What follows belongs to an exercise in optimizing a design on an open flow for small area, a short achievable clock period and few clock cycles per item; a production flow would make more cautious choices.
In this exercise RTL edits were held to simulation tests only and were not proved equivalent to the original.
No activity file was given, so power comes from the tool's default toggle rates.

Design EQ, start of the top module:
module EQ(
    clk,
    rst_n,
    in_valid,
    in_row,
    in_col,
    out_valid,
    out
);
input clk, rst_n, in_valid;
input [2:0] in_row, in_col;
output logic out_valid;
output logic [2:0] out;
logic       got_a;       
logic       calc;        
logic       ph;          
logic [2:0] k;           
logic [7:0] ra, ca;      
logic [7:0] rb, cb;      
logic [7:0] in_r, in_c;  
logic [5:0] idx;         
logic       h;
logic       hit;         
logic [5:0] idx_next;
logic [2:0] col0;        
logic [2:0] col;         
EQ_match u_match (.ra(ra), .ca(ca), .rb(rb), .cb(cb), .ph(ph), .hit(hit), .idx(idx_next), .col0(col0));
EQ_rom u_rom (.idx(idx), .k(k), .h(h), .col(col));
always_comb begin
    in_r = 8'd0; in_r[in_row] = 1'b1;
    in_c = 8'd0; in_c[in_col] = 1'b1;
end
always_ff @(posedge clk) begin
    if (!got_a && !calc) begin ra <= in_r; ca <= in_c; end
    else if (calc && !ph) ca <= {ca[0], ca[1], ca[2], ca[3], ca[4], ca[5], ca[6], ca[7]};
    if (!calc) begin rb <= in_r; cb <= in_c; end
    else if (!ph) cb <= {cb[0], cb[1], cb[2], cb[3], cb[4], cb[5], cb[6], cb[7]};
    if (calc) begin idx <= idx_next; h <= ph; end
  ...
Size: roughly 1300 cells after synthesis, ~49 flip-flops, about 13 I/O pins, about 7200 sq um of cells after synthesis.
clock: 5.5 ns
lec_check: 0
abc_area: 1
cap_margin: 20
core_margin: 2
core_utilization: 50
place_density: 0.9
setup_slack_margin: 2.5
slew_margin: 20
run.sh (not shown) runs the stock make flow with config.mk's settings and CLKGATE_MAP_FILE= SYNTH_SCRIPT=/design/flow/synth_recipe.tcl, a recipe that flattens the netlist after the stock synthesis.
Testbench counts at the start, summed over its fixed seeds: cycles 4,707, puzzles 384.
==> next run, changes <==
- PLACE_DENSITY: 0.9 -> not set
- SETUP_SLACK_MARGIN: 2.5 -> not set
=>
- The new run passed the timing, DRC and antenna checks
- core utilization is lower by 1.2 points
- count of clock-buffer cells in the layout does not change
- routed wire length is lower by about 1.1%
- maximum frequency is lower by about 5%
==> next run, changes <==
- SETUP_SLACK_MARGIN: not set -> 3.0
After rerunning: The new run completed with no timing, DRC or antenna violations. First-iteration DRC count grows by 8.1%. Design area increases by 26%. Sequential share of layout area falls by 4.0 points. Critical path depth increases by 1. Synthesized cell count is unchanged.


quartz:
Starting RTL as in the previous note.
## EQ
module EQ(
    clk,
    rst_n,
    in_valid,
    in_row,
    in_col,
    out_valid,
    out
);
==> flow/config.mk <==
export PLATFORM = sky130hd
export DESIGN_NAME = EQ
export DESIGN_NICKNAME = EQ
export VERILOG_FILES = /design/flow/design.v
export SDC_FILE = /design/flow/constraint.sdc
export NUM_CORES = 4
export LEC_CHECK = 0
export ABC_AREA = 1
export CAP_MARGIN = 20
export CORE_MARGIN = 2
export CORE_UTILIZATION = 50
export SETUP_SLACK_MARGIN = 2.5
export SLEW_MARGIN = 20
==> flow/constraint.sdc <==
create_clock -name core_clock -period 5.5 [get_ports {clk}]
set_input_delay 1.1000 -clock core_clock [delete_from_list [all_inputs] [get_ports {clk}]]
set_output_delay 1.1000 -clock core_clock [all_outputs]
set_load 0.01 [all_outputs]
Testbench counts of quartz, summed over its fixed seeds: cycles 4,707, puzzles 384.
#### Input delta (cedar over quartz)
Settings: changing SETUP_SLACK_MARGIN from 2.5 to 2.0.
Findings:
The final worst clock skew of quartz and that of cedar are within noise of each other.
In cedar relative to quartz, detail-routed via count per cell had gone up slightly.
Measured against each other, cedar and quartz differ in power, the higher figure coming from quartz.
Cmp cedar vs quartz: core utilization lower in cedar
In the route summary, cedar ends up with a via count below that of quartz.
Summary of cedar over quartz: non-clock buffer count moved down; multi-input combinational cell area moved down; power density of the placed cells moved up; part of the total power dissipated in combinational logic moved down.
The inputs of willow differ from those of cedar as listed below.
Settings: changing SETUP_SLACK_MARGIN from 2.0 to 2.7; setting PLACE_DENSITY to 0.9 for the first time.
[summary]
Relative to cedar, proportion of power drawn by the clock network has gone down in willow. Relative to cedar, relative contribution of sequential cells to total power decreased by 3.2 points in willow. Clock transition time at the flip-flop clock pins of the worst setup and hold paths: willow vs cedar, no meaningful difference. Changes observed in willow relative to cedar: relative contribution of combinational cells to total power now sits higher, number of iterations in the first detailed-routing pass +1. willow vs cedar, sequential share of layout area went down by 1.1 points.

## what the ideal ports hide
The flow's constraints put no driver on any port. The routed layouts listed below were extracted and timed again, unchanged, in two steps. Step 1: set_driving_cell puts a clkbuf_16 on clk and a buf_2 on each other input, an assumption about the parent block. Step 2, shift: input delay + t, output delay - t, t = (earliest + latest rising clock arrival at the registers) / 2. This alone moves slack from input paths to output paths. Slacks: no drivers / after step 1 / after step 2; pairs: no drivers / after step 1.
| run | shift t [ns] | setup slack, ns | latest minus earliest clock arrival (ns) | worst slew at a driven data input, ns | pins driven straight from the clock port |
|---|---|---|---|---|---|
| the first run of note 1 | 0.334 | 2.604 / 2.604 / 2.517 | 0.010 / 0.010 | 0.03 | 1 |
| the second run of note 1 | 0.339 | 2.450 / 2.450 / 2.450 | 0.010 / 0.010 | 0.03 | 1 |
| the third run of note 1 | 0.346 | 2.728 / 2.728 / 2.728 | 0.013 / 0.013 | 0.03 | 1 |
| quartz | 0.343 | 2.666 / 2.666 / 2.549 | 0.014 / 0.014 | 0.03 | 1 |
| cedar | 0.339 | 2.450 / 2.450 / 2.450 | 0.010 / 0.010 | 0.03 | 1 |
| willow | 0.334 | 2.795 / 2.795 / 2.559 | 0.010 / 0.010 | 0.03 | 1 |
After both steps setup and hold are still met in every run listed. For willow, which loses most, drivers alone change the setup slack by 0.000 ns; drivers and shift together by -0.236 ns.
